From an optimization exercise on the open Yosys and OpenROAD flow, aimed at small area and a short achievable clock period; shortcuts taken in it are not production practice. Where RTL was checked, it was by simulation tests only, not by an equivalence proof against the original. Power is estimated from default activity; no workload was simulated.

==> indigo <==
==> flow/design.v (excerpt) <==
module distortion
#(
    parameter int WIDTH = 24
)
(
    input logic clk,
    input logic reset,
    input logic enable,
    input logic [WIDTH-1:0] in,
    input logic [WIDTH-1:0] gain,
    input logic [WIDTH-1:0] threshold,
    output logic [WIDTH-1:0] out
);
logic [23:0] d;
logic [11:0] b_one, b_two, b_neg;
logic        b_g23;
logic [11:0] e_one, e_two, e_neg;
wire  [24:0] gx = {gain, 1'b0};
always_comb begin
    for (int i = 0; i < 12; i++) begin
        e_one[i] = gx[2*i+1] ^ gx[2*i];
        e_two[i] = (gx[2*i+2] & ~gx[2*i+1] & ~gx[2*i]) | (~gx[2*i+2] & gx[2*i+1] & gx[2*i]);
        e_neg[i] = gx[2*i+2] & ~(gx[2*i+1] & gx[2*i]);
    end
end
logic v1, v2, v3;
always_ff @(posedge clk or posedge reset) begin
    if (reset) begin
        v1 <= 1'b0; v2 <= 1'b0; v3 <= 1'b0;
    end else if (enable) begin
        v1 <= 1'b1; v2 <= v1; v3 <= v2;
    end
end
always_ff @(posedge clk) begin
    if (enable) begin
        d <= in; b_one <= e_one; b_two <= e_two; b_neg <= e_neg; b_g23 <= gain[23];
    end
end
wire pp_0_0 = ((b_one[0] & d[0]) | (b_two[0] & 1'b0)) ^ b_neg[0];
wire pp_0_1 = ((b_one[0] & d[1]) | (b_two[0] & d[0])) ^ b_neg[0];
wire pp_0_2 = ((b_one[0] & d[2]) | (b_two[0] & d[1])) ^ b_neg[0];
wire pp_0_3 = ((b_one[0] & d[3]) | (b_two[0] & d[2])) ^ b_neg[0];
wire pp_0_4 = ((b_one[0] & d[4]) | (b_two[0] & d[3])) ^ b_neg[0];
wire pp_0_5 = ((b_one[0] & d[5]) | (b_two[0] & d[4])) ^ b_neg[0];
wire pp_0_6 = ((b_one[0] & d[6]) | (b_two[0] & d[5])) ^ b_neg[0];
wire pp_0_7 = ((b_one[0] & d[7]) | (b_two[0] & d[6])) ^ b_neg[0];
wire pp_0_8 = ((b_one[0] & d[8]) | (b_two[0] & d[7])) ^ b_neg[0];
wire pp_0_9 = ((b_one[0] & d[9]) | (b_two[0] & d[8])) ^ b_neg[0];
wire pp_0_10 = ((b_one[0] & d[10]) | (b_two[0] & d[9])) ^ b_neg[0];
wire pp_0_11 = ((b_one[0] & d[11]) | (b_two[0] & d[10])) ^ b_neg[0];
wire pp_0_12 = ((b_one[0] & d[12]) | (b_two[0] & d[11])) ^ b_neg[0];
wire pp_0_13 = ((b_one[0] & d[13]) | (b_two[0] & d[12])) ^ b_neg[0];
wire pp_0_14 = ((b_one[0] & d[14]) | (b_two[0] & d[13])) ^ b_neg[0];
  ...
export LEC_CHECK = 0
export CAP_MARGIN = 20
export CORE_MARGIN = 2
export CORE_UTILIZATION = 60
export CTS_BUF_LIST = sky130_fd_sc_hd__clkbuf_4 sky130_fd_sc_hd__clkbuf_8
export CTS_CLUSTER_SIZE = 20
export SETUP_SLACK_MARGIN = 4.4
export SLEW_MARGIN = 20
export TNS_END_PERCENT = 0
create_clock -name core_clock -period 7.5 [get_ports {clk}]
standard.sh (not shown) runs the stock make flow with config.mk's settings and CLKGATE_MAP_FILE= SYNTH_SCRIPT=/design/flow/synth_recipe.tcl, a recipe that flattens the netlist after the stock synthesis.
==> flow/flow/run.sh <==
#!/bin/bash
# The standard layout (standard.sh) with two changes:
#  1. after the standard synthesis, flow/fixinv.py chooses the polarity of each
#     full-adder cell so that fewer inverters sit between adders (a full adder
#     is self-dual); registers and logic function are unchanged;
#  2. buffer_ports puts plain buf_1 cells on the ports instead of the default
#     clkdlybuf4s50_1 delay buffers (every port still gets its buffer).
# Each tool's output goes to a log file here; ORFS keeps each step's log under
# orfs/logs/.
set -euo pipefail
export BUFFER_PORTS_ARGS="-buffer_cell sky130_fd_sc_hd__buf_1"
R=orfs/results/${FLOW_PLATFORM:-sky130hd}/distortion/base
bash standard.sh synth > standard_synth.log 2>&1
cp $R/1_2_yosys.v $R/1_2_yosys.std.v
python3 flow/fixinv.py $R/1_2_yosys.std.v $R/1_2_yosys.v > fixinv.log 2>&1
rm -f $R/1_synth.odb $R/1_synth.sdc
bash standard.sh > standard.log 2>&1
Other scripts of this flow, unchanged in this note and not shown: flow/flow/fixinv.py
==> pepper (differences from indigo) <==
--- a/flow/design.v
+++ b/flow/design.v
@@ -1583,17 +1583,11 @@
 end
 wire        cmp_pos = x >= t;
 wire [25:0] neg_sum = {{2{x[23]}}, x} + {2'b00, t} + 26'h3FFFFFF;
 wire        cmp_neg = neg_sum[25];
 wire        cmp = x[23] ? cmp_neg : cmp_pos;
-wire [23:0] tor0 = {t[22:0], 1'b0};
-wire [23:0] tor1 = tor0 | {tor0[22:0], 1'b0};
-wire [23:0] tor2 = tor1 | {tor1[21:0], 2'b0};
-wire [23:0] tor3 = tor2 | {tor2[19:0], 4'b0};
-wire [23:0] tor4 = tor3 | {tor3[15:0], 8'b0};
-wire [23:0] tor5 = tor4 | {tor4[7:0], 16'b0};
-wire [23:0] lvl = t ^ ({24{x[23]}} & tor5);
+wire [23:0] lvl = x[23] ? (~t + 24'd1) : t;
 always_ff @(posedge clk or posedge reset) begin
     if (reset) out <= '0;
     else if (enable) out <= v3 ? (cmp ? lvl : x) : '0;
 end
 endmodule
==> comparison <==
indigo went through all stages and came out clean. pepper finished with timing, DRC and antenna clean. Of pepper and indigo, indigo has the higher setup slack (gap 80 ps). In indigo the hold slack is lower than in pepper, by 7.0 ps. Combinational power: indigo is higher than pepper (13%). In pepper the sequential share of layout area is higher than in indigo, by 0.88 points. In sequential power, indigo and pepper hardly differ.
==> figures <==
Status: pepper no timing/DRC/antenna violations; indigo no timing/DRC/antenna violations
Worst R2R Path Depth: pepper 9; indigo 8
Worst rel slew slack: pepper 0.364; indigo 0.349
Combinational gate power: pepper 0.00747 W; indigo 0.00842 W
Met2 Wirelength: pepper 26900 um; indigo 29200 um
Ratio of total power to cell area: pepper 474 nW/um^2; indigo 500 nW/um^2
Wire length of the first global-routing pass: pepper 94900 um; indigo 98600 um
Destination of the critical timing path: pepper out[21]$_DFFE_PP0P_; indigo r2[25]$_DFFE_PP_
Final-layout non-clock buffer area share: pepper 0.0614; indigo 0.0633
Worst path buffer plus inverter count: pepper 0; indigo 2
Vias: pepper 16000; indigo 16900
Via/cell ratio: pepper 6.36; indigo 6.51
No functional check of the RTL was part of indigo.

[static timing again, ports no longer ideal]
Ports are ideal in the flow. The routed layouts listed here were re-timed in OpenROAD.
Step 1 assumes that a clkbuf_16 drives the clock port and a buf_2 every other input.
Step 2 times the ports against the registers' clock, not the clock port: input delays grow and output delays shrink by t, the midpoint of the rising clock arrivals with the driver on.
a / b / c = ideal / step 1 / step 2; a / b = the first two.
run	shift t [ns]	slack for setup (ns)	worst setup path after step 2	clock arrival spread, ns	worst data-port slew with drivers (ns)
indigo	0.697	4.264 / 4.264 / 4.264	register to register	0.047 / 0.048	0.04
pepper	0.667	4.184 / 4.184 / 3.749	input to register	0.041 / 0.041	0.04
After both steps setup and hold are still met in every run listed. The setup slack of pepper, which loses most, moves by 0.000 ns with the drivers and by -0.435 ns with both steps.
